Context: an optimization exercise on an open-source flow, tuned for small area, a short achievable clock period and few clock cycles. The choices shown serve that exercise and are no tape-out recipe. Function was not checked in any run shown here: the RTL went through the layout flow alone. Power is estimated from default activity; no workload was simulated.

==> flow/design.v (outline; a module is shown in full before it is edited, if it fits) <==
// module std_fp_smult_pipe: 3768 lines
// module mul_fa: 4 lines
// module mul_ha: 4 lines
// module mul_xor2: 3 lines
// module mul_and2: 3 lines
// module mul_enc: 4 lines
// module mul_x: 3 lines
// module mul_s: 3 lines
// module mul_sn: 3 lines
module std_fp_smult_pipe #(
    parameter WIDTH = 32,
    parameter INT_WIDTH = 16,
    parameter FRAC_WIDTH = 16
) (
    input  [WIDTH-1:0]              left,
    input  [WIDTH-1:0]              right,
    input  logic                    reset,
    input  logic                    go,
    input  logic                    clk,
    output logic [WIDTH-1:0]        out,
    output logic                    done
);
  // ...
==> flow/flow/run.sh <==
#!/bin/bash
# Layout flow: the standard ORFS flow (standard.sh, unchanged synthesis),
# with extra ORFS variables from flow/extra.env (port buffer cell choice and
# timing-repair options). Each tool's full output is in orfs/logs/...; the
# make output is in standard.log.
set -euo pipefail
here=$(pwd)
set -a
source "$here/flow/extra.env"
set +a
bash "$here/standard.sh" > "$here/standard.log" 2>&1
==> flow/flow/extra.env <==
BUFFER_PORTS_ARGS="-buffer_cell sky130_fd_sc_hd__buf_2"
==> flow/standard.sh <==
#!/bin/bash
# synth_recipe.tcl (not shown) runs the flow's synth.tcl, then flattens the netlist and writes it again
# the make line also repeats each setting of config.mk as NAME=value (left out here)
make -C /OpenROAD-flow-scripts/flow DESIGN_CONFIG=/design/flow/config.mk WORK_HOME=/design/flow/orfs CLKGATE_MAP_FILE= SYNTH_SCRIPT=/design/flow/synth_recipe.tcl "${@:-finish}"
==> flow/config.mk <==
export PLATFORM = sky130hd
export DESIGN_NAME = std_fp_smult_pipe
export DESIGN_NICKNAME = std_fp_smult_pipe
export VERILOG_FILES = /design/flow/design.v
export SDC_FILE = /design/flow/constraint.sdc
export NUM_CORES = 4
export LEC_CHECK = 0
export CAP_MARGIN = 20
export CORE_MARGIN = 2
export CORE_UTILIZATION = 40
export SETUP_SLACK_MARGIN = 2.5
export SLEW_MARGIN = 20
export SYNTH_HIERARCHICAL = 1
==> flow/constraint.sdc <==
create_clock -name core_clock -period 7.5 [get_ports {clk}]
set_input_delay 1.5000 -clock core_clock [delete_from_list [all_inputs] [get_ports {clk}]]
set_output_delay 1.5000 -clock core_clock [all_outputs]
set_load 0.01 [all_outputs]
==> metrics.md, run 1 <==
| Metric | Value |
|---|---|
| Outcome | `complete, no violations` |
| Number of cells on the critical path | `8` |
| CTS buffer count | `9` |
| Slowest cell on crit path | `fa_1` |
| First-pass GRT wire length | `between 100000 and 150000 um` |
| Post-route core utilization | `45.2%` |
| Most common library cell in the layout ignoring fill and taps | `xor2_1` |
| CTS Buffer Depth | `2` |
| Post-synthesis sequential area ratio | `slightly below 8%` |
| Clock buffers and inverters, area share | `around 1.3%` |
| WS Path Type | `in -> reg` |
| Initial Utilization | `between 40% and 50%` |
| Post-synth EDFFs | `0` |
| Clock buffers | `10` |
| VDD IR max | `0.357 mV` |
| Crit path largest cell delay | `between 0.5 and 0.6 ns` |
| Ports | `100` |
| Synth Area in XOR/XNOR | `a little over a fifth` |
| Routed vias/inst | `about 6.3` |
| Final Cell Area | `about 24000 um2` |
| Yosys warning total | `7` |
| Worst-case hold slack | `approximately 1.3 ns` |
| Crit. End Element | `flop` |
| Hpwl dp | `about 56000 um` |
| Post-CTS Resized | `49` |
| Wire per inst | `26.7 um` |
| CTS tree | `done` |
| Vias in the first global route | `~18000` |
| CP bufs+invs | `1` |
| Critical-path cell list | `buf_2, ha_2, a22o_1, fa_1, fa_1, fa_1, fa_1, fa_1` |
| Sequential Area | `1620 um2` |
| Top sig layer | `met4` |
| Overall routed net length | `73100 um` |
| GRT Util Overall | `about a quarter` |
| Int Power | `between 5000 and 6000 uW` |
| Rows | `84` |
| Largest family of logic cells by synthesized area | `adder cells` |
| Pwr top | `combinational cells` |
| Main area contributors after synthesis | `fa_1 36%, xor2_1 21%, a22o_1 19%` |
| Final Power | `around 12000 uW` |
| Mux cell area share after synthesis | `less than 1%` |
| Die X-Extent | `around 230 um` |
==> run 2: changes to the inputs <==
--- a/flow/design.v
+++ b/flow/design.v
@@ -1833,28 +1833,30 @@
   logic r30_0;
   logic r30_1;
   logic r30_2;
   logic r31_0;
   logic r31_1;
   logic r31_2;
   logic r32_0;
   logic r32_1;
+  logic r32_2;
+  logic r32_3;
   logic r33_0;
   logic r33_1;
-  logic r33_2;
-  logic r33_3;
   logic r34_0;
   logic r34_1;
+  logic r34_2;
+  logic r34_3;
+  logic r34_4;
   logic r35_0;
   logic r35_1;
-  logic r35_2;
-  logic r35_3;
   logic r36_0;
   logic r36_1;
+  logic r36_2;
   logic r37_0;
   logic r37_1;
   logic r37_2;
   logic r37_3;
   logic r38_0;
   logic r38_1;
   logic r39_0;
   logic r39_1;
@@ -3086,69 +3088,69 @@
   mul_fa us457 (.a(pp14_4), .b(pp15_2), .c(c422), .s(s457), .co(c458));
   mul_fa us459 (.a(c424), .b(c426), .c(c428), .s(s459), .co(c460));
   mul_fa us461 (.a(c430), .b(s447), .c(s449), .s(s461), .co(c462));
   mul_fa us463 (.a(s451), .b(s453), .c(s455), .s(s463), .co(c464));
   mul_fa us465 (.a(c432), .b(c434), .c(s457), .s(s465), .co(c466));
   mul_fa us467 (.a(s459), .b(c436), .c(s461), .s(s467), .co(c468));
   mul_fa us469 (.a(s463), .b(c438), .c(c440), .s(s469), .co(c470));
   mul_fa us471 (.a(s465), .b(c442), .c(s467), .s(s471), .co(c472));
-  mul_fa us473 (.a(c444), .b(s469), .c(s471), .s(s473), .co(c474));
-  assign s475 = ~(pp1_31 ^ pp2_29);
-  assign c476 = pp1_31 | pp2_29;
-  mul_fa us477 (.a(pp3_27), .b(pp4_25), .c(pp5_23), .s(s477), .co(c478));
-  mul_fa us479 (.a(pp6_21), .b(pp7_19), .c(pp8_17), .s(s479), .co(c480));
-  mul_fa us481 (.a(pp9_15), .b(pp10_13), .c(pp11_11), .s(s481), .co(c482));
-  mul_fa us483 (.a(pp12_9), .b(pp13_7), .c(pp14_5), .s(s483), .co(c484));
-  mul_fa us485 (.a(pp15_3), .b(c448), .c(c450), .s(s485), .co(c486));
-  mul_fa us487 (.a(c452), .b(c454), .c(c456), .s(s487), .co(c488));
-  mul_fa us489 (.a(s475), .b(s477), .c(s479), .s(s489), .co(c490));
-  mul_fa us491 (.a(s481), .b(s483), .c(c458), .s(s491), .co(c492));
-  mul_fa us493 (.a(c460), .b(s485), .c(s487), .s(s493), .co(c494));
-  mul_fa us495 (.a(c462), .b(c464), .c(s489), .s(s495), .co(c496));
-  mul_fa us497 (.a(c466), .b(s491), .c(s493), .s(s497), .co(c498));
-  mul_fa us499 (.a(c468), .b(s495), .c(c470), .s(s499), .co(c500));
+  assign s473 = ~(pp1_31 ^ pp2_29);
+  assign c474 = pp1_31 | pp2_29;
+  mul_fa us475 (.a(pp3_27), .b(pp4_25), .c(pp5_23), .s(s475), .co(c476));
+  mul_fa us477 (.a(pp6_21), .b(pp7_19), .c(pp8_17), .s(s477), .co(c478));
+  mul_fa us479 (.a(pp9_15), .b(pp10_13), .c(pp11_11), .s(s479), .co(c480));
+  mul_fa us481 (.a(pp12_9), .b(pp13_7), .c(pp14_5), .s(s481), .co(c482));
+  mul_fa us483 (.a(pp15_3), .b(c448), .c(c450), .s(s483), .co(c484));
+  mul_fa us485 (.a(c452), .b(c454), .c(c456), .s(s485), .co(c486));
+  mul_fa us487 (.a(s473), .b(s475), .c(s477), .s(s487), .co(c488));
+  mul_fa us489 (.a(s479), .b(s481), .c(c458), .s(s489), .co(c490));
+  mul_fa us491 (.a(c460), .b(s483), .c(s485), .s(s491), .co(c492));
+  mul_fa us493 (.a(c462), .b(c464), .c(s487), .s(s493), .co(c494));
+  mul_fa us495 (.a(c466), .b(s489), .c(s491), .s(s495), .co(c496));
+  mul_fa us497 (.a(c468), .b(s493), .c(c470), .s(s497), .co(c498));
+  mul_ha us499 (.a(s495), .b(c472), .s(s499), .co(c500));
   mul_fa us501 (.a(pp1_32), .b(pp2_30), .c(pp3_28), .s(s501), .co(c502));
   mul_fa us503 (.a(pp4_26), .b(pp5_24), .c(pp6_22), .s(s503), .co(c504));
   mul_fa us505 (.a(pp7_20), .b(pp8_18), .c(pp9_16), .s(s505), .co(c506));
   mul_fa us507 (.a(pp10_14), .b(pp11_12), .c(pp12_10), .s(s507), .co(c508));
   mul_fa us509 (.a(pp13_8), .b(pp14_6), .c(pp15_4), .s(s509), .co(c510));
-  mul_fa us511 (.a(c476), .b(c478), .c(c480), .s(s511), .co(c512));
-  mul_fa us513 (.a(c482), .b(c484), .c(s501), .s(s513), .co(c514));
+  mul_fa us511 (.a(c474), .b(c476), .c(c478), .s(s511), .co(c512));
+  mul_fa us513 (.a(c480), .b(c482), .c(s501), .s(s513), .co(c514));
   mul_fa us515 (.a(s503), .b(s505), .c(s507), .s(s515), .co(c516));
-  mul_fa us517 (.a(s509), .b(c486), .c(c488), .s(s517), .co(c518));
-  mul_fa us519 (.a(s511), .b(c490), .c(s513), .s(s519), .co(c520));
-  mul_fa us521 (.a(s515), .b(c492), .c(c494), .s(s521), .co(c522));
-  mul_fa us523 (.a(s517), .b(c496), .c(s519), .s(s523), .co(c524));
-  mul_fa us525 (.a(c498), .b(s521), .c(s523), .s(s525), .co(c526));
-  assign s527 = ~(pp2_31 ^ pp3_29);
-  assign c528 = pp2_31 | pp3_29;
-  mul_fa us529 (.a(pp4_27), .b(pp5_25), .c(pp6_23), .s(s529), .co(c530));
-  mul_fa us531 (.a(pp7_21), .b(pp8_19), .c(pp9_17), .s(s531), .co(c532));
-  mul_fa us533 (.a(pp10_15), .b(pp11_13), .c(pp12_11), .s(s533), .co(c534));
-  mul_fa us535 (.a(pp13_9), .b(pp14_7), .c(pp15_5), .s(s535), .co(c536));
-  mul_fa us537 (.a(c502), .b(c504), .c(c506), .s(s537), .co(c538));
-  mul_fa us539 (.a(c508), .b(c510), .c(s527), .s(s539), .co(c540));
-  mul_fa us541 (.a(s529), .b(s531), .c(s533), .s(s541), .co(c542));
-  mul_fa us543 (.a(s535), .b(c512), .c(s537), .s(s543), .co(c544));
-  mul_fa us545 (.a(c514), .b(c516), .c(s539), .s(s545), .co(c546));
-  mul_fa us547 (.a(s541), .b(c518), .c(s543), .s(s547), .co(c548));
-  mul_fa us549 (.a(c520), .b(s545), .c(c522), .s(s549), .co(c550));
+  mul_fa us517 (.a(s509), .b(c484), .c(c486), .s(s517), .co(c518));
+  mul_fa us519 (.a(s511), .b(c488), .c(s513), .s(s519), .co(c520));
+  mul_fa us521 (.a(s515), .b(c490), .c(c492), .s(s521), .co(c522));
+  mul_fa us523 (.a(s517), .b(c494), .c(s519), .s(s523), .co(c524));
+  assign s525 = ~(pp2_31 ^ pp3_29);
+  assign c526 = pp2_31 | pp3_29;
+  mul_fa us527 (.a(pp4_27), .b(pp5_25), .c(pp6_23), .s(s527), .co(c528));
+  mul_fa us529 (.a(pp7_21), .b(pp8_19), .c(pp9_17), .s(s529), .co(c530));
+  mul_fa us531 (.a(pp10_15), .b(pp11_13), .c(pp12_11), .s(s531), .co(c532));
+  mul_fa us533 (.a(pp13_9), .b(pp14_7), .c(pp15_5), .s(s533), .co(c534));
+  mul_fa us535 (.a(c502), .b(c504), .c(c506), .s(s535), .co(c536));
+  mul_fa us537 (.a(c508), .b(c510), .c(s525), .s(s537), .co(c538));
+  mul_fa us539 (.a(s527), .b(s529), .c(s531), .s(s539), .co(c540));
+  mul_fa us541 (.a(s533), .b(c512), .c(s535), .s(s541), .co(c542));
+  mul_fa us543 (.a(c514), .b(c516), .c(s537), .s(s543), .co(c544));
+  mul_fa us545 (.a(s539), .b(c518), .c(s541), .s(s545), .co(c546));
+  mul_fa us547 (.a(c520), .b(s543), .c(c522), .s(s547), .co(c548));
+  mul_ha us549 (.a(s545), .b(c524), .s(s549), .co(c550));
   mul_fa us551 (.a(pp2_32), .b(pp3_30), .c(pp4_28), .s(s551), .co(c552));
   mul_fa us553 (.a(pp5_26), .b(pp6_24), .c(pp7_22), .s(s553), .co(c554));
   mul_fa us555 (.a(pp8_20), .b(pp9_18), .c(pp10_16), .s(s555), .co(c556));
   mul_fa us557 (.a(pp11_14), .b(pp12_12), .c(pp13_10), .s(s557), .co(c558));
-  mul_fa us559 (.a(pp14_8), .b(pp15_6), .c(c528), .s(s559), .co(c560));
-  mul_fa us561 (.a(c530), .b(c532), .c(c534), .s(s561), .co(c562));
-  mul_fa us563 (.a(c536), .b(s551), .c(s553), .s(s563), .co(c564));
-  mul_fa us565 (.a(s555), .b(s557), .c(c538), .s(s565), .co(c566));
-  mul_fa us567 (.a(s559), .b(s561), .c(c540), .s(s567), .co(c568));
-  mul_fa us569 (.a(c542), .b(s563), .c(c544), .s(s569), .co(c570));
-  mul_fa us571 (.a(s565), .b(c546), .c(s567), .s(s571), .co(c572));
-  mul_fa us573 (.a(c548), .b(s569), .c(s571), .s(s573), .co(c574));
+  mul_fa us559 (.a(pp14_8), .b(pp15_6), .c(c526), .s(s559), .co(c560));
+  mul_fa us561 (.a(c528), .b(c530), .c(c532), .s(s561), .co(c562));
+  mul_fa us563 (.a(c534), .b(s551), .c(s553), .s(s563), .co(c564));
+  mul_fa us565 (.a(s555), .b(s557), .c(c536), .s(s565), .co(c566));
+  mul_fa us567 (.a(s559), .b(s561), .c(c538), .s(s567), .co(c568));
+  mul_fa us569 (.a(c540), .b(s563), .c(c542), .s(s569), .co(c570));
+  mul_fa us571 (.a(s565), .b(c544), .c(s567), .s(s571), .co(c572));
+  mul_fa us573 (.a(c546), .b(s569), .c(s571), .s(s573), .co(c574));
   assign s575 = ~(pp3_31 ^ pp4_29);
   assign c576 = pp3_31 | pp4_29;
   mul_fa us577 (.a(pp5_27), .b(pp6_25), .c(pp7_23), .s(s577), .co(c578));
   mul_fa us579 (.a(pp8_21), .b(pp9_19), .c(pp10_17), .s(s579), .co(c580));
   mul_fa us581 (.a(pp11_15), .b(pp12_13), .c(pp13_11), .s(s581), .co(c582));
   mul_fa us583 (.a(pp14_9), .b(pp15_7), .c(c552), .s(s583), .co(c584));
   mul_fa us585 (.a(c554), .b(c556), .c(c558), .s(s585), .co(c586));
   mul_fa us587 (.a(s575), .b(s577), .c(s579), .s(s587), .co(c588));
@@ -3291,30 +3293,32 @@
     r29_1 <= c370;
     r29_2 <= s393;
     r30_0 <= s417;
     r30_1 <= c394;
     r30_2 <= s419;
     r31_0 <= s443;
     r31_1 <= c420;
     r31_2 <= s445;
-    r32_0 <= c446;
-    r32_1 <= s473;
-    r33_0 <= s497;
-    r33_1 <= c472;
-    r33_2 <= s499;
-    r33_3 <= c474;
-    r34_0 <= c500;
-    r34_1 <= s525;
-    r35_0 <= s547;
-    r35_1 <= c524;
-    r35_2 <= s549;
-    r35_3 <= c526;
+    r32_0 <= c444;
+    r32_1 <= s469;
+    r32_2 <= s471;
+    r32_3 <= c446;
+    r33_0 <= s499;
+    r33_1 <= s497;
+    r34_0 <= c496;
+    r34_1 <= s521;
+    r34_2 <= s523;
+    r34_3 <= c500;
+    r34_4 <= c498;
+    r35_0 <= s549;
+    r35_1 <= s547;
     r36_0 <= c550;
-    r36_1 <= s573;
+    r36_1 <= c548;
+    r36_2 <= s573;
     r37_0 <= s593;
     r37_1 <= c572;
     r37_2 <= s595;
     r37_3 <= c574;
     r38_0 <= c596;
     r38_1 <= s617;
     r39_0 <= c618;
     r39_1 <= s639;
@@ -3351,37 +3355,37 @@
   mul_fa us799 (.a(r28_0), .b(r28_1), .c(r28_2), .s(s799), .co(c800));
   mul_ha us801 (.a(r28_3), .b(c798), .s(s801), .co(c802));
   mul_fa us803 (.a(r29_0), .b(r29_1), .c(r29_2), .s(s803), .co(c804));
   mul_ha us805 (.a(c800), .b(s803), .s(s805), .co(c806));
   mul_fa us807 (.a(r30_0), .b(r30_1), .c(r30_2), .s(s807), .co(c808));
   mul_ha us809 (.a(c804), .b(s807), .s(s809), .co(c810));
   mul_fa us811 (.a(r31_0), .b(r31_1), .c(r31_2), .s(s811), .co(c812));
   mul_ha us813 (.a(c808), .b(s811), .s(s813), .co(c814));
-  mul_fa us815 (.a(r32_0), .b(r32_1), .c(c812), .s(s815), .co(c816));
-  mul_fa us817 (.a(r33_0), .b(r33_1), .c(r33_2), .s(s817), .co(c818));
-  mul_ha us819 (.a(r33_3), .b(s817), .s(s819), .co(c820));
-  mul_fa us821 (.a(r34_0), .b(r34_1), .c(c818), .s(s821), .co(c822));
-  mul_fa us823 (.a(r35_0), .b(r35_1), .c(r35_2), .s(s823), .co(c824));
-  mul_ha us825 (.a(r35_3), .b(s823), .s(s825), .co(c826));
-  mul_fa us827 (.a(r36_0), .b(r36_1), .c(c824), .s(s827), .co(c828));
+  mul_fa us815 (.a(r32_0), .b(r32_1), .c(r32_2), .s(s815), .co(c816));
+  mul_fa us817 (.a(r32_3), .b(c812), .c(s815), .s(s817), .co(c818));
+  mul_fa us819 (.a(r33_0), .b(r33_1), .c(c816), .s(s819), .co(c820));
+  mul_fa us821 (.a(r34_0), .b(r34_1), .c(r34_2), .s(s821), .co(c822));
+  mul_fa us823 (.a(r34_3), .b(r34_4), .c(s821), .s(s823), .co(c824));
+  mul_fa us825 (.a(r35_0), .b(r35_1), .c(c822), .s(s825), .co(c826));
+  mul_fa us827 (.a(r36_0), .b(r36_1), .c(r36_2), .s(s827), .co(c828));
   mul_fa us829 (.a(r37_0), .b(r37_1), .c(r37_2), .s(s829), .co(c830));
-  mul_ha us831 (.a(r37_3), .b(s829), .s(s831), .co(c832));
+  mul_ha us831 (.a(r37_3), .b(c828), .s(s831), .co(c832));
   mul_fa us833 (.a(r38_0), .b(r38_1), .c(c830), .s(s833), .co(c834));
   mul_ha us835 (.a(r39_0), .b(r39_1), .s(s835), .co(c836));
   mul_fa us837 (.a(r40_0), .b(r40_1), .c(r40_2), .s(s837), .co(c838));
   mul_ha us839 (.a(r41_0), .b(r41_1), .s(s839), .co(c840));
   mul_fa us841 (.a(r42_0), .b(r42_1), .c(r42_2), .s(s841), .co(c842));
   mul_ha us843 (.a(r43_0), .b(r43_1), .s(s843), .co(c844));
   mul_fa us845 (.a(r44_0), .b(r44_1), .c(r44_2), .s(s845), .co(c846));
   mul_ha us847 (.a(r45_0), .b(r45_1), .s(s847), .co(c848));
   mul_ha us849 (.a(r46_0), .b(r46_1), .s(s849), .co(c850));
   mul_ha us851 (.a(r47_0), .b(r47_1), .s(s851), .co(c852));
-  wire [31:0] fa_row = {c850, c848, s847, c844, s843, c840, s839, c836, s835, c832, s831, c826, s825, c820, s819, c814, c810, c806, c802, s799, c796, c794, c792, c790, c788, c786, c784, c782, r19_2, r18_0, r17_0, r16_0};
-  wire [31:0] fb_row = {s851, s849, c846, s845, c842, s841, c838, s837, c834, s833, c828, s827, c822, s821, c816, s815, s813, s809, s805, s801, s797, s795, s793, s791, s789, s787, s785, s783, s781, r18_1, r17_1, r16_1};
+  wire [31:0] fa_row = {c850, c848, s847, c844, s843, c840, s839, c836, s835, c832, s829, s827, c824, c820, c818, c814, c810, c806, c802, s799, c796, c794, c792, c790, c788, c786, c784, c782, r19_2, r18_0, r17_0, r16_0};
+  wire [31:0] fb_row = {s851, s849, c846, s845, c842, s841, c838, s837, c834, s833, s831, c826, s825, s823, s819, s817, s813, s809, s805, s801, s797, s795, s793, s791, s789, s787, s785, s783, s781, r18_1, r17_1, r16_1};
   wire fp0, fg0;
   mul_xor2 ufp0 (.a(r16_0), .b(r16_1), .y(fp0));
   mul_and2 ufg0 (.a(r16_0), .b(r16_1), .y(fg0));
   wire fp1, fg1;
   mul_xor2 ufp1 (.a(r17_0), .b(r17_1), .y(fp1));
   mul_and2 ufg1 (.a(r17_0), .b(r17_1), .y(fg1));
   wire fp2, fg2;
   mul_xor2 ufp2 (.a(r18_0), .b(r18_1), .y(fp2));
@@ -3421,33 +3425,33 @@
   mul_and2 ufg13 (.a(c802), .b(s805), .y(fg13));
   wire fp14, fg14;
   mul_xor2 ufp14 (.a(c806), .b(s809), .y(fp14));
   mul_and2 ufg14 (.a(c806), .b(s809), .y(fg14));
   wire fp15, fg15;
   mul_xor2 ufp15 (.a(c810), .b(s813), .y(fp15));
   mul_and2 ufg15 (.a(c810), .b(s813), .y(fg15));
   wire fp16, fg16;
-  mul_xor2 ufp16 (.a(c814), .b(s815), .y(fp16));
-  mul_and2 ufg16 (.a(c814), .b(s815), .y(fg16));
+  mul_xor2 ufp16 (.a(c814), .b(s817), .y(fp16));
+  mul_and2 ufg16 (.a(c814), .b(s817), .y(fg16));
   wire fp17, fg17;
-  mul_xor2 ufp17 (.a(s819), .b(c816), .y(fp17));
-  mul_and2 ufg17 (.a(s819), .b(c816), .y(fg17));
+  mul_xor2 ufp17 (.a(c818), .b(s819), .y(fp17));
+  mul_and2 ufg17 (.a(c818), .b(s819), .y(fg17));
   wire fp18, fg18;
-  mul_xor2 ufp18 (.a(c820), .b(s821), .y(fp18));
-  mul_and2 ufg18 (.a(c820), .b(s821), .y(fg18));
+  mul_xor2 ufp18 (.a(c820), .b(s823), .y(fp18));
+  mul_and2 ufg18 (.a(c820), .b(s823), .y(fg18));
   wire fp19, fg19;
-  mul_xor2 ufp19 (.a(s825), .b(c822), .y(fp19));
-  mul_and2 ufg19 (.a(s825), .b(c822), .y(fg19));
+  mul_xor2 ufp19 (.a(c824), .b(s825), .y(fp19));
+  mul_and2 ufg19 (.a(c824), .b(s825), .y(fg19));
   wire fp20, fg20;
-  mul_xor2 ufp20 (.a(c826), .b(s827), .y(fp20));
-  mul_and2 ufg20 (.a(c826), .b(s827), .y(fg20));
+  mul_xor2 ufp20 (.a(s827), .b(c826), .y(fp20));
+  mul_and2 ufg20 (.a(s827), .b(c826), .y(fg20));
   wire fp21, fg21;
-  mul_xor2 ufp21 (.a(s831), .b(c828), .y(fp21));
-  mul_and2 ufg21 (.a(s831), .b(c828), .y(fg21));
+  mul_xor2 ufp21 (.a(s829), .b(s831), .y(fp21));
+  mul_and2 ufg21 (.a(s829), .b(s831), .y(fg21));
   wire fp22, fg22;
   mul_xor2 ufp22 (.a(c832), .b(s833), .y(fp22));
   mul_and2 ufg22 (.a(c832), .b(s833), .y(fg22));
   wire fp23, fg23;
   mul_xor2 ufp23 (.a(s835), .b(c834), .y(fp23));
   mul_and2 ufg23 (.a(s835), .b(c834), .y(fg23));
   wire fp24, fg24;
   mul_xor2 ufp24 (.a(c836), .b(s837), .y(fp24));
@@ -3471,270 +3475,172 @@
   mul_xor2 ufp30 (.a(c848), .b(s849), .y(fp30));
   mul_and2 ufg30 (.a(c848), .b(s849), .y(fg30));
   wire fp31, fg31;
   mul_xor2 ufp31 (.a(c850), .b(s851), .y(fp31));
   mul_and2 ufg31 (.a(c850), .b(s851), .y(fg31));
   wire fG0c = fg0 | (fp0 & rc);
   wire fG0_1 = fg1 | (fp1 & fG0c);
   wire fP0_1 = fp1 & fp0;
-  wire fG0_2 = fg2 | (fp2 & fg1);
-  wire fP0_2 = fp2 & fp1;
   wire fG0_3 = fg3 | (fp3 & fg2);
   wire fP0_3 = fp3 & fp2;
-  wire fG0_4 = fg4 | (fp4 & fg3);
-  wire fP0_4 = fp4 & fp3;
   wire fG0_5 = fg5 | (fp5 & fg4);
   wire fP0_5 = fp5 & fp4;
-  wire fG0_6 = fg6 | (fp6 & fg5);
-  wire fP0_6 = fp6 & fp5;
   wire fG0_7 = fg7 | (fp7 & fg6);
   wire fP0_7 = fp7 & fp6;
-  wire fG0_8 = fg8 | (fp8 & fg7);
-  wire fP0_8 = fp8 & fp7;
   wire fG0_9 = fg9 | (fp9 & fg8);
   wire fP0_9 = fp9 & fp8;
-  wire fG0_10 = fg10 | (fp10 & fg9);
-  wire fP0_10 = fp10 & fp9;
   wire fG0_11 = fg11 | (fp11 & fg10);
   wire fP0_11 = fp11 & fp10;
-  wire fG0_12 = fg12 | (fp12 & fg11);
-  wire fP0_12 = fp12 & fp11;
   wire fG0_13 = fg13 | (fp13 & fg12);
   wire fP0_13 = fp13 & fp12;
-  wire fG0_14 = fg14 | (fp14 & fg13);
-  wire fP0_14 = fp14 & fp13;
   wire fG0_15 = fg15 | (fp15 & fg14);
   wire fP0_15 = fp15 & fp14;
-  wire fG0_16 = fg16 | (fp16 & fg15);
-  wire fP0_16 = fp16 & fp15;
   wire fG0_17 = fg17 | (fp17 & fg16);
   wire fP0_17 = fp17 & fp16;
-  wire fG0_18 = fg18 | (fp18 & fg17);
-  wire fP0_18 = fp18 & fp17;
   wire fG0_19 = fg19 | (fp19 & fg18);
   wire fP0_19 = fp19 & fp18;
-  wire fG0_20 = fg20 | (fp20 & fg19);
-  wire fP0_20 = fp20 & fp19;
   wire fG0_21 = fg21 | (fp21 & fg20);
   wire fP0_21 = fp21 & fp20;
-  wire fG0_22 = fg22 | (fp22 & fg21);
-  wire fP0_22 = fp22 & fp21;
   wire fG0_23 = fg23 | (fp23 & fg22);
   wire fP0_23 = fp23 & fp22;
-  wire fG0_24 = fg24 | (fp24 & fg23);
-  wire fP0_24 = fp24 & fp23;
   wire fG0_25 = fg25 | (fp25 & fg24);
   wire fP0_25 = fp25 & fp24;
-  wire fG0_26 = fg26 | (fp26 & fg25);
-  wire fP0_26 = fp26 & fp25;
   wire fG0_27 = fg27 | (fp27 & fg26);
   wire fP0_27 = fp27 & fp26;
-  wire fG0_28 = fg28 | (fp28 & fg27);
-  wire fP0_28 = fp28 & fp27;
   wire fG0_29 = fg29 | (fp29 & fg28);
   wire fP0_29 = fp29 & fp28;
-  wire fG0_30 = fg30 | (fp30 & fg29);
-  wire fP0_30 = fp30 & fp29;
   wire fG0_31 = fg31 | (fp31 & fg30);
   wire fP0_31 = fp31 & fp30;
-  wire fG1_2 = fG0_2 | (fP0_2 & fG0c);
-  wire fP1_2 = fP0_2 & fp0;
+  wire fG1_2 = fg2 | (fp2 & fG0_1);
+  wire fP1_2 = fp2 & fP0_1;
   wire fG1_3 = fG0_3 | (fP0_3 & fG0_1);
   wire fP1_3 = fP0_3 & fP0_1;
-  wire fG1_4 = fG0_4 | (fP0_4 & fG0_2);
-  wire fP1_4 = fP0_4 & fP0_2;
-  wire fG1_5 = fG0_5 | (fP0_5 & fG0_3);
-  wire fP1_5 = fP0_5 & fP0_3;
-  wire fG1_6 = fG0_6 | (fP0_6 & fG0_4);
-  wire fP1_6 = fP0_6 & fP0_4;
+  wire fG1_6 = fg6 | (fp6 & fG0_5);
+  wire fP1_6 = fp6 & fP0_5;
   wire fG1_7 = fG0_7 | (fP0_7 & fG0_5);
   wire fP1_7 = fP0_7 & fP0_5;
-  wire fG1_8 = fG0_8 | (fP0_8 & fG0_6);
-  wire fP1_8 = fP0_8 & fP0_6;
-  wire fG1_9 = fG0_9 | (fP0_9 & fG0_7);
-  wire fP1_9 = fP0_9 & fP0_7;
-  wire fG1_10 = fG0_10 | (fP0_10 & fG0_8);
-  wire fP1_10 = fP0_10 & fP0_8;
+  wire fG1_10 = fg10 | (fp10 & fG0_9);
+  wire fP1_10 = fp10 & fP0_9;
   wire fG1_11 = fG0_11 | (fP0_11 & fG0_9);
   wire fP1_11 = fP0_11 & fP0_9;
-  wire fG1_12 = fG0_12 | (fP0_12 & fG0_10);
-  wire fP1_12 = fP0_12 & fP0_10;
-  wire fG1_13 = fG0_13 | (fP0_13 & fG0_11);
-  wire fP1_13 = fP0_13 & fP0_11;
-  wire fG1_14 = fG0_14 | (fP0_14 & fG0_12);
-  wire fP1_14 = fP0_14 & fP0_12;
+  wire fG1_14 = fg14 | (fp14 & fG0_13);
+  wire fP1_14 = fp14 & fP0_13;
   wire fG1_15 = fG0_15 | (fP0_15 & fG0_13);
   wire fP1_15 = fP0_15 & fP0_13;
-  wire fG1_16 = fG0_16 | (fP0_16 & fG0_14);
-  wire fP1_16 = fP0_16 & fP0_14;
-  wire fG1_17 = fG0_17 | (fP0_17 & fG0_15);
-  wire fP1_17 = fP0_17 & fP0_15;
-  wire fG1_18 = fG0_18 | (fP0_18 & fG0_16);
-  wire fP1_18 = fP0_18 & fP0_16;
+  wire fG1_18 = fg18 | (fp18 & fG0_17);
+  wire fP1_18 = fp18 & fP0_17;
   wire fG1_19 = fG0_19 | (fP0_19 & fG0_17);
   wire fP1_19 = fP0_19 & fP0_17;
-  wire fG1_20 = fG0_20 | (fP0_20 & fG0_18);
-  wire fP1_20 = fP0_20 & fP0_18;
-  wire fG1_21 = fG0_21 | (fP0_21 & fG0_19);
-  wire fP1_21 = fP0_21 & fP0_19;
-  wire fG1_22 = fG0_22 | (fP0_22 & fG0_20);
-  wire fP1_22 = fP0_22 & fP0_20;
+  wire fG1_22 = fg22 | (fp22 & fG0_21);
+  wire fP1_22 = fp22 & fP0_21;
   wire fG1_23 = fG0_23 | (fP0_23 & fG0_21);
   wire fP1_23 = fP0_23 & fP0_21;
-  wire fG1_24 = fG0_24 | (fP0_24 & fG0_22);
-  wire fP1_24 = fP0_24 & fP0_22;
-  wire fG1_25 = fG0_25 | (fP0_25 & fG0_23);
-  wire fP1_25 = fP0_25 & fP0_23;
-  wire fG1_26 = fG0_26 | (fP0_26 & fG0_24);
-  wire fP1_26 = fP0_26 & fP0_24;
+  wire fG1_26 = fg26 | (fp26 & fG0_25);
+  wire fP1_26 = fp26 & fP0_25;
   wire fG1_27 = fG0_27 | (fP0_27 & fG0_25);
   wire fP1_27 = fP0_27 & fP0_25;
-  wire fG1_28 = fG0_28 | (fP0_28 & fG0_26);
-  wire fP1_28 = fP0_28 & fP0_26;
-  wire fG1_29 = fG0_29 | (fP0_29 & fG0_27);
-  wire fP1_29 = fP0_29 & fP0_27;
-  wire fG1_30 = fG0_30 | (fP0_30 & fG0_28);
-  wire fP1_30 = fP0_30 & fP0_28;
+  wire fG1_30 = fg30 | (fp30 & fG0_29);
+  wire fP1_30 = fp30 & fP0_29;
   wire fG1_31 = fG0_31 | (fP0_31 & fG0_29);
   wire fP1_31 = fP0_31 & fP0_29;
-  wire fG2_4 = fG1_4 | (fP1_4 & fG0c);
-  wire fP2_4 = fP1_4 & fp0;
-  wire fG2_5 = fG1_5 | (fP1_5 & fG0_1);
-  wire fP2_5 = fP1_5 & fP0_1;
-  wire fG2_6 = fG1_6 | (fP1_6 & fG1_2);
-  wire fP2_6 = fP1_6 & fP1_2;
+  wire fG2_4 = fg4 | (fp4 & fG1_3);
+  wire fP2_4 = fp4 & fP1_3;
+  wire fG2_5 = fG0_5 | (fP0_5 & fG1_3);
+  wire fP2_5 = fP0_5 & fP1_3;
+  wire fG2_6 = fG1_6 | (fP1_6 & fG1_3);
+  wire fP2_6 = fP1_6 & fP1_3;
   wire fG2_7 = fG1_7 | (fP1_7 & fG1_3);
   wire fP2_7 = fP1_7 & fP1_3;
-  wire fG2_8 = fG1_8 | (fP1_8 & fG1_4);
-  wire fP2_8 = fP1_8 & fP1_4;
-  wire fG2_9 = fG1_9 | (fP1_9 & fG1_5);
-  wire fP2_9 = fP1_9 & fP1_5;
-  wire fG2_10 = fG1_10 | (fP1_10 & fG1_6);
-  wire fP2_10 = fP1_10 & fP1_6;
-  wire fG2_11 = fG1_11 | (fP1_11 & fG1_7);
-  wire fP2_11 = fP1_11 & fP1_7;
-  wire fG2_12 = fG1_12 | (fP1_12 & fG1_8);
-  wire fP2_12 = fP1_12 & fP1_8;
-  wire fG2_13 = fG1_13 | (fP1_13 & fG1_9);
-  wire fP2_13 = fP1_13 & fP1_9;
-  wire fG2_14 = fG1_14 | (fP1_14 & fG1_10);
-  wire fP2_14 = fP1_14 & fP1_10;
+  wire fG2_12 = fg12 | (fp12 & fG1_11);
+  wire fP2_12 = fp12 & fP1_11;
+  wire fG2_13 = fG0_13 | (fP0_13 & fG1_11);
+  wire fP2_13 = fP0_13 & fP1_11;
+  wire fG2_14 = fG1_14 | (fP1_14 & fG1_11);
+  wire fP2_14 = fP1_14 & fP1_11;
   wire fG2_15 = fG1_15 | (fP1_15 & fG1_11);
   wire fP2_15 = fP1_15 & fP1_11;
-  wire fG2_16 = fG1_16 | (fP1_16 & fG1_12);
-  wire fP2_16 = fP1_16 & fP1_12;
-  wire fG2_17 = fG1_17 | (fP1_17 & fG1_13);
-  wire fP2_17 = fP1_17 & fP1_13;
-  wire fG2_18 = fG1_18 | (fP1_18 & fG1_14);
-  wire fP2_18 = fP1_18 & fP1_14;
-  wire fG2_19 = fG1_19 | (fP1_19 & fG1_15);
-  wire fP2_19 = fP1_19 & fP1_15;
-  wire fG2_20 = fG1_20 | (fP1_20 & fG1_16);
-  wire fP2_20 = fP1_20 & fP1_16;
-  wire fG2_21 = fG1_21 | (fP1_21 & fG1_17);
-  wire fP2_21 = fP1_21 & fP1_17;
-  wire fG2_22 = fG1_22 | (fP1_22 & fG1_18);
-  wire fP2_22 = fP1_22 & fP1_18;
+  wire fG2_20 = fg20 | (fp20 & fG1_19);
+  wire fP2_20 = fp20 & fP1_19;
+  wire fG2_21 = fG0_21 | (fP0_21 & fG1_19);
+  wire fP2_21 = fP0_21 & fP1_19;
+  wire fG2_22 = fG1_22 | (fP1_22 & fG1_19);
+  wire fP2_22 = fP1_22 & fP1_19;
   wire fG2_23 = fG1_23 | (fP1_23 & fG1_19);
   wire fP2_23 = fP1_23 & fP1_19;
-  wire fG2_24 = fG1_24 | (fP1_24 & fG1_20);
-  wire fP2_24 = fP1_24 & fP1_20;
-  wire fG2_25 = fG1_25 | (fP1_25 & fG1_21);
-  wire fP2_25 = fP1_25 & fP1_21;
-  wire fG2_26 = fG1_26 | (fP1_26 & fG1_22);
-  wire fP2_26 = fP1_26 & fP1_22;
-  wire fG2_27 = fG1_27 | (fP1_27 & fG1_23);
-  wire fP2_27 = fP1_27 & fP1_23;
-  wire fG2_28 = fG1_28 | (fP1_28 & fG1_24);
-  wire fP2_28 = fP1_28 & fP1_24;
-  wire fG2_29 = fG1_29 | (fP1_29 & fG1_25);
-  wire fP2_29 = fP1_29 & fP1_25;
-  wire fG2_30 = fG1_30 | (fP1_30 & fG1_26);
-  wire fP2_30 = fP1_30 & fP1_26;
+  wire fG2_28 = fg28 | (fp28 & fG1_27);
+  wire fP2_28 = fp28 & fP1_27;
+  wire fG2_29 = fG0_29 | (fP0_29 & fG1_27);
+  wire fP2_29 = fP0_29 & fP1_27;
+  wire fG2_30 = fG1_30 | (fP1_30 & fG1_27);
+  wire fP2_30 = fP1_30 & fP1_27;
   wire fG2_31 = fG1_31 | (fP1_31 & fG1_27);
   wire fP2_31 = fP1_31 & fP1_27;
-  wire fG3_8 = fG2_8 | (fP2_8 & fG0c);
-  wire fP3_8 = fP2_8 & fp0;
-  wire fG3_9 = fG2_9 | (fP2_9 & fG0_1);
-  wire fP3_9 = fP2_9 & fP0_1;
-  wire fG3_10 = fG2_10 | (fP2_10 & fG1_2);
-  wire fP3_10 = fP2_10 & fP1_2;
-  wire fG3_11 = fG2_11 | (fP2_11 & fG1_3);
-  wire fP3_11 = fP2_11 & fP1_3;
-  wire fG3_12 = fG2_12 | (fP2_12 & fG2_4);
-  wire fP3_12 = fP2_12 & fP2_4;
-  wire fG3_13 = fG2_13 | (fP2_13 & fG2_5);
-  wire fP3_13 = fP2_13 & fP2_5;
-  wire fG3_14 = fG2_14 | (fP2_14 & fG2_6);
-  wire fP3_14 = fP2_14 & fP2_6;
+  wire fG3_8 = fg8 | (fp8 & fG2_7);
+  wire fP3_8 = fp8 & fP2_7;
+  wire fG3_9 = fG0_9 | (fP0_9 & fG2_7);
+  wire fP3_9 = fP0_9 & fP2_7;
+  wire fG3_10 = fG1_10 | (fP1_10 & fG2_7);
+  wire fP3_10 = fP1_10 & fP2_7;
+  wire fG3_11 = fG1_11 | (fP1_11 & fG2_7);
+  wire fP3_11 = fP1_11 & fP2_7;
+  wire fG3_12 = fG2_12 | (fP2_12 & fG2_7);
+  wire fP3_12 = fP2_12 & fP2_7;
+  wire fG3_13 = fG2_13 | (fP2_13 & fG2_7);
+  wire fP3_13 = fP2_13 & fP2_7;
+  wire fG3_14 = fG2_14 | (fP2_14 & fG2_7);
+  wire fP3_14 = fP2_14 & fP2_7;
   wire fG3_15 = fG2_15 | (fP2_15 & fG2_7);
   wire fP3_15 = fP2_15 & fP2_7;
-  wire fG3_16 = fG2_16 | (fP2_16 & fG2_8);
-  wire fP3_16 = fP2_16 & fP2_8;
-  wire fG3_17 = fG2_17 | (fP2_17 & fG2_9);
-  wire fP3_17 = fP2_17 & fP2_9;
-  wire fG3_18 = fG2_18 | (fP2_18 & fG2_10);
-  wire fP3_18 = fP2_18 & fP2_10;
-  wire fG3_19 = fG2_19 | (fP2_19 & fG2_11);
-  wire fP3_19 = fP2_19 & fP2_11;
-  wire fG3_20 = fG2_20 | (fP2_20 & fG2_12);
-  wire fP3_20 = fP2_20 & fP2_12;
-  wire fG3_21 = fG2_21 | (fP2_21 & fG2_13);
-  wire fP3_21 = fP2_21 & fP2_13;
-  wire fG3_22 = fG2_22 | (fP2_22 & fG2_14);
-  wire fP3_22 = fP2_22 & fP2_14;
-  wire fG3_23 = fG2_23 | (fP2_23 & fG2_15);
-  wire fP3_23 = fP2_23 & fP2_15;
-  wire fG3_24 = fG2_24 | (fP2_24 & fG2_16);
-  wire fP3_24 = fP2_24 & fP2_16;
-  wire fG3_25 = fG2_25 | (fP2_25 & fG2_17);
-  wire fP3_25 = fP2_25 & fP2_17;
-  wire fG3_26 = fG2_26 | (fP2_26 & fG2_18);
-  wire fP3_26 = fP2_26 & fP2_18;
-  wire fG3_27 = fG2_27 | (fP2_27 & fG2_19);
-  wire fP3_27 = fP2_27 & fP2_19;
-  wire fG3_28 = fG2_28 | (fP2_28 & fG2_20);
-  wire fP3_28 = fP2_28 & fP2_20;
-  wire fG3_29 = fG2_29 | (fP2_29 & fG2_21);
-  wire fP3_29 = fP2_29 & fP2_21;
-  wire fG3_30 = fG2_30 | (fP2_30 & fG2_22);
-  wire fP3_30 = fP2_30 & fP2_22;
+  wire fG3_24 = fg24 | (fp24 & fG2_23);
+  wire fP3_24 = fp24 & fP2_23;
+  wire fG3_25 = fG0_25 | (fP0_25 & fG2_23);
+  wire fP3_25 = fP0_25 & fP2_23;
+  wire fG3_26 = fG1_26 | (fP1_26 & fG2_23);
+  wire fP3_26 = fP1_26 & fP2_23;
+  wire fG3_27 = fG1_27 | (fP1_27 & fG2_23);
+  wire fP3_27 = fP1_27 & fP2_23;
+  wire fG3_28 = fG2_28 | (fP2_28 & fG2_23);
+  wire fP3_28 = fP2_28 & fP2_23;
+  wire fG3_29 = fG2_29 | (fP2_29 & fG2_23);
+  wire fP3_29 = fP2_29 & fP2_23;
+  wire fG3_30 = fG2_30 | (fP2_30 & fG2_23);
+  wire fP3_30 = fP2_30 & fP2_23;
   wire fG3_31 = fG2_31 | (fP2_31 & fG2_23);
   wire fP3_31 = fP2_31 & fP2_23;
-  wire fG4_16 = fG3_16 | (fP3_16 & fG0c);
-  wire fP4_16 = fP3_16 & fp0;
-  wire fG4_17 = fG3_17 | (fP3_17 & fG0_1);
-  wire fP4_17 = fP3_17 & fP0_1;
-  wire fG4_18 = fG3_18 | (fP3_18 & fG1_2);
-  wire fP4_18 = fP3_18 & fP1_2;
-  wire fG4_19 = fG3_19 | (fP3_19 & fG1_3);
-  wire fP4_19 = fP3_19 & fP1_3;
-  wire fG4_20 = fG3_20 | (fP3_20 & fG2_4);
-  wire fP4_20 = fP3_20 & fP2_4;
-  wire fG4_21 = fG3_21 | (fP3_21 & fG2_5);
-  wire fP4_21 = fP3_21 & fP2_5;
-  wire fG4_22 = fG3_22 | (fP3_22 & fG2_6);
-  wire fP4_22 = fP3_22 & fP2_6;
-  wire fG4_23 = fG3_23 | (fP3_23 & fG2_7);
-  wire fP4_23 = fP3_23 & fP2_7;
-  wire fG4_24 = fG3_24 | (fP3_24 & fG3_8);
-  wire fP4_24 = fP3_24 & fP3_8;
-  wire fG4_25 = fG3_25 | (fP3_25 & fG3_9);
-  wire fP4_25 = fP3_25 & fP3_9;
-  wire fG4_26 = fG3_26 | (fP3_26 & fG3_10);
-  wire fP4_26 = fP3_26 & fP3_10;
-  wire fG4_27 = fG3_27 | (fP3_27 & fG3_11);
-  wire fP4_27 = fP3_27 & fP3_11;
-  wire fG4_28 = fG3_28 | (fP3_28 & fG3_12);
-  wire fP4_28 = fP3_28 & fP3_12;
-  wire fG4_29 = fG3_29 | (fP3_29 & fG3_13);
-  wire fP4_29 = fP3_29 & fP3_13;
-  wire fG4_30 = fG3_30 | (fP3_30 & fG3_14);
-  wire fP4_30 = fP3_30 & fP3_14;
+  wire fG4_16 = fg16 | (fp16 & fG3_15);
+  wire fP4_16 = fp16 & fP3_15;
+  wire fG4_17 = fG0_17 | (fP0_17 & fG3_15);
+  wire fP4_17 = fP0_17 & fP3_15;
+  wire fG4_18 = fG1_18 | (fP1_18 & fG3_15);
+  wire fP4_18 = fP1_18 & fP3_15;
+  wire fG4_19 = fG1_19 | (fP1_19 & fG3_15);
+  wire fP4_19 = fP1_19 & fP3_15;
+  wire fG4_20 = fG2_20 | (fP2_20 & fG3_15);
+  wire fP4_20 = fP2_20 & fP3_15;
+  wire fG4_21 = fG2_21 | (fP2_21 & fG3_15);
+  wire fP4_21 = fP2_21 & fP3_15;
+  wire fG4_22 = fG2_22 | (fP2_22 & fG3_15);
+  wire fP4_22 = fP2_22 & fP3_15;
+  wire fG4_23 = fG2_23 | (fP2_23 & fG3_15);
+  wire fP4_23 = fP2_23 & fP3_15;
+  wire fG4_24 = fG3_24 | (fP3_24 & fG3_15);
+  wire fP4_24 = fP3_24 & fP3_15;
+  wire fG4_25 = fG3_25 | (fP3_25 & fG3_15);
+  wire fP4_25 = fP3_25 & fP3_15;
+  wire fG4_26 = fG3_26 | (fP3_26 & fG3_15);
+  wire fP4_26 = fP3_26 & fP3_15;
+  wire fG4_27 = fG3_27 | (fP3_27 & fG3_15);
+  wire fP4_27 = fP3_27 & fP3_15;
+  wire fG4_28 = fG3_28 | (fP3_28 & fG3_15);
+  wire fP4_28 = fP3_28 & fP3_15;
+  wire fG4_29 = fG3_29 | (fP3_29 & fG3_15);
+  wire fP4_29 = fP3_29 & fP3_15;
+  wire fG4_30 = fG3_30 | (fP3_30 & fG3_15);
+  wire fP4_30 = fP3_30 & fP3_15;
   wire fG4_31 = fG3_31 | (fP3_31 & fG3_15);
   wire fP4_31 = fP3_31 & fP3_15;
   wire fs0 = fp0 ^ rc;
   wire fs1 = fp1 ^ fG0c;
   wire fs2 = fp2 ^ fG0_1;
   wire fs3 = fp3 ^ fG1_2;
   wire fs4 = fp4 ^ fG1_3;
   wire fs5 = fp5 ^ fG2_4;
@@ -3775,16 +3681,27 @@
   assign co = a & b;
 endmodule
 module mul_xor2 (input a, input b, output y);
   assign y = a ^ b;
 endmodule
 module mul_and2 (input a, input b, output y);
   assign y = a & b;
 endmodule
+module mul_enc3 (input b2, input b1, input b0, output one, output onen, output t);
+  assign one = b1 ^ b0;
+  assign onen = ~(b1 ^ b0);
+  assign t = b2 ^ b1;
+endmodule
+module mul_s3 (input a, input b, input p, input pn, input t, output y);
+  assign y = (a & p) | (b & pn & t);
+endmodule
+module mul_s3n (input a, input b, input p, input pn, input t, output y);
+  assign y = ~((a & p) | (b & pn & t));
+endmodule
 module mul_enc (input b2, input b1, input b0, output one, output two);
   assign one = b1 ^ b0;
   assign two = (b2 & ~b1 & ~b0) | (~b2 & b1 & b0);
 endmodule
 module mul_x (input a, input n, output y);
   assign y = a ^ n;
 endmodule
 module mul_s (input a, input b, input p, input q, output y);
==> flow/flow/extra.env (replaced) <==
BUFFER_PORTS_ARGS="-buffer_cell sky130_fd_sc_hd__buf_4"
==> metrics.md, run 2 <==
| Metric | Value |
|---|---|
| Net count, final | `2453 (was 2566)` |
| Final slew viol count | `0 (unchanged)` |
| Fin crit period | `5.00 ns (was 4.96 ns)` |
| Layout Area Growth over Synthesis | `13.2% (was 12.3%)` |
| Max Cap Viol | `0 (unchanged)` |
| Fin. Hold Viols | `0 (unchanged)` |
| VDD IR max | `0.295 mV (was 0.357 mV)` |
| Gpl congestion | `0.901 (was 0.925)` |
| GRT Util Overall | `25.6% (was 26.6%)` |
| Iteration-0 DRC Markers | `1653 (was 1727)` |
| CP Launch Type | `input port (unchanged)` |
| CTS Root Cell | `clkbuf_16 (unchanged)` |
| Clock slew at reported path FFs | `0.08 ns (was 0.06 ns)` |
| Count leader, synth | `xor2_1 (unchanged)` |
| CTS Sinks | `83 (was 81)` |
| Post-synthesis sequential area ratio | `8.09% (was 7.69%)` |
| Post-synthesis cell type count | `46 (was 51)` |
| Sequential Area | `1660 um2 (was 1620 um2)` |
| WS Path Type | `in -> reg (unchanged)` |
| Max Clock Freq | `200 MHz (was 202 MHz)` |
| Rows | `83 (was 84)` |
| Final Cell Area | `23300 um2 (was 23700 um2)` |
| Die X-Extent | `231 um (was 234 um)` |
| Fill count | `4702 (was 4968)` |
| Routed vias/inst | `6.14 (was 6.26)` |
| Antenna violations before repair | `0 (unchanged)` |
| Post-synth top area share | `36.7% (was 35.7%)` |
| Top post-synthesis cells by count | `503 x xor2_1, 456 x a22o_1, 376 x fa_1 (was 506 x xor2_1, 456 x a22o_1, 376 x fa_1)` |
| Worst Hold Class | `in -> reg (unchanged)` |
| Core area | `51000 um2 (was 52300 um2)` |
| P_leak | `0.0101 uW (about the same)` |
| Via count | `16000 (was 17100)` |
| Vias in the first global route | `17300 (was 17700)` |
| Hold-fix buffers, CTS | `0 (unchanged)` |
| Share of cells above drive strength 1 | `12.8% (about the same)` |
| Post-synthesis cell area | `20500 um2 (was 21100 um2)` |
| First-pass GRT wire length | `104000 um (was 109000 um)` |
| IO Port Bufs | `99 (unchanged)` |
| Area occupied by multi-input gates | `18900 um2 (was 19600 um2)` |
| Post-synth EDFFs | `0 (unchanged)` |
| Cell Area, Placed | `22200 um2 (was 22600 um2)` |
| RSZ-0062 raised after global routing | `yes (unchanged)` |
| Largest area contributor in the netlist | `fa_1 (unchanged)` |
| Ys async rst share | `0% (unchanged)` |
| Final Power | `10900 uW (was 11700 uW)` |
| Die Ht | `231 um (was 234 um)` |
| Seq cells post-synth | `83 (was 81)` |
| CTS tree | `done (unchanged)` |
| Hpwl dp | `50500 um (was 55500 um)` |
| CP required | `7.78 ns (was 7.75 ns)` |
| DRC | `0 (unchanged)` |
| Worst-case hold slack | `1.27 ns (was 1.28 ns)` |
| CP max FO | `40 (was 22)` |
| Final setup violating endpoints | `0 (unchanged)` |
| Main area contributors after synthesis | `fa_1 37%, xor2_1 21%, a22o_1 19% (was fa_1 36%, xor2_1 21%, a22o_1 19%)` |
| Die area | `53200 um2 (was 54600 um2)` |
| Post-route ant nets | `0 (unchanged)` |
| Final period util | `66.7% (was 66.1%)` |
| CTS buffer count | `9 (unchanged)` |
| Pre-Repair DR Iteration Count | `5 (was 6)` |
| Post-route setup TNS | `0 ns (unchanged)` |
| CTS Buffer Depth | `2 (unchanged)` |
| Syn Area/Cell | `11.5 um2 (was 11.0 um2)` |
| Ys flop type | `dfxtp_1 (unchanged)` |
| Gr ovfl total | `0 (unchanged)` |
| Final worst slack | `2.50 ns (was 2.54 ns)` |
| Largest net degree at the start of global routing | `42 (unchanged)` |
| Slew margin rel. | `49.1% (was 40.1%)` |
| Pwr dens | `467 nW/um2 (was 496 nW/um2)` |
| Worst Path Arrival | `5.27 ns (was 5.21 ns)` |
| Measured slew at the worst slew-check pin | `0.763 ns (was 0.899 ns)` |
| Commonest non-fill, non-tap cells in the layout | `496 x xor2_1, 456 x a22o_1, 371 x fa_1 (was 493 x xor2_1, 456 x a22o_1, 375 x fa_1)` |
| Overall routed net length | `67700 um (was 73100 um)` |
| Ports | `100 (unchanged)` |
| Yosys warning total | `7 (unchanged)` |
| Antenna cell count | `0 (unchanged)` |
| Post-Syn Nets | `2316 (was 2432)` |
| Post-Place Worst Slack | `1.41 ns (was 1.27 ns)` |
| Initial Utilization | `40.3% (about the same)` |
| Outcome | `complete, no violations (unchanged)` |
| Cells after Synth | `1789 (was 1909)` |
| Most common library cell in the layout ignoring fill and taps | `xor2_1 (unchanged)` |
| Wire per inst | `25.9 um (was 26.7 um)` |
| CTS H-tree depth | `3 (unchanged)` |
| Crit. End Element | `flop (unchanged)` |
## run 2: changes by cell type after synthesis, sizes merged, moves of 4 or more
cell,change
nor2,-11
o21ai,-18
buf,-4
nand2,-27
nand4,-5
nand3,-7
o2111ai,-4
a21oi,-27
nor3,-8
ha,+4
## run 2: per-stage QoR
stage | instances | utilization, %
detailed placement | 2562 | 43.5
floorplan | 1789 | -
CTS | 2601 | 45.0
finish | 2611 | 45.6
global route | 2611 | 45.6
global placement | 2562 | 43.5
## run 2: modules after synthesis (local to each module, per instance)
module | times used | cells
mul_and2 | 31 | 1
mul_fa | 376 | 1
mul_ha | 41 | 1
mul_s | 456 | 1
mul_sn | 8 | 1
mul_x | 464 | 1
mul_xor2 | 32 | 1
std_fp_smult_pipe | 1 | 381
## run 2: metal layers
metal,vias to the layer above,part of all wire [%],GRT usage [%]
li1,6757,-,-
met1,8307,42,34.3
met2,826,46,41.3
met3,153,8.7,5.46
met4,0,3.0,8.57
met5,-,0,0
## run 2: final timing paths
kind,to,cells past startpoint,startpoint
max,rc,12,right[9]
min,done_r,2,reset
## run 2: timing repair
item                                    in CTS  in global routing
buffers inserted                            20                  9
cloned                                       3                  1
gates resized for setup                     48                 34
pin swaps                                   21                 22
endpoints found under the setup margin      61                 33
## run 2: cell families (layout without fill, tap and decap cells)
| logic type | count (synthesis) | count (layout) | share of synthesized area (%) |
|---|---|---|---|
| simple gates | 116 | 116 | 3.44 |
| xor+xnor | 523 | 523 | 22.3 |
| compound gates | 534 | 538 | 22.5 |
| buf+inv | 73 | 211 | 1.92 |
| flops | 83 | 83 | 8.09 |
| fa+ha+maj | 460 | 460 | 41.8 |
## run 2: final cells by class
class,count,share of cell area [%]
flip-flops and latches,83,7.15
well taps,680,3.66
clock buffers,12,1.10
repair buffers,154,5.73
clock inverters,4,0.312
inverters,41,0.662
multi-input cells,1637,81.4
## run 2: worst max-delay path, cell delays in order
cell and delay, ns:
buf_16 0.18, ha_1 0.34, buf_4 0.26, a22o_1 0.28
fa_1 0.40, fa_1 0.43, fa_1 0.52, fa_1 0.43
ha_1 0.30, ha_1 0.21, a2111oi_1 0.30, a21oi_1 0.11
## run 2: report_power, final
| group | switching [uW] | leakage [uW] | internal, uW |
|---|---|---|---|
| Clock | 192 | 0.000159 | 309 |
| Sequential | 102 | 0.000699 | 804 |
| Combinational | 4870 | 0.00919 | 4590 |
| Total | 5170 | 0.0101 | 5700 |

[afterwards: timing with drivers on the ports]
How much do the figures lean on ideal ports? The routed layouts below were timed once more, with nothing changed but the port constraints. Step 1 (the two cells are an assumption about what drives the block):
set clk [get_ports {clk}]
set_driving_cell -lib_cell sky130_fd_sc_hd__clkbuf_16 $clk
set_driving_cell -lib_cell sky130_fd_sc_hd__buf_2 [delete_from_list [all_inputs] $clk]
Step 2 moves the port delays by t, midway between the first and last clock arrival at a register: inputs arrive t later, outputs are due t later. That takes back most of the time a late clock gives input paths. Slacks: ideal / step 1 / step 2; pairs: ideal / step 1.
run | t, ns | setup WS [ns] | worst register clock-pin slew, ns
run 1 | 0.439 | 2.539 / 2.500 / 2.143 | 0.07 / 0.07
run 2 | 0.435 | 2.501 / 2.462 / 2.045 | 0.08 / 0.08
After both steps every run listed still meets setup and hold. The setup slack of run 2, which loses most, moves by -0.039 ns with the drivers and by -0.456 ns with both steps.
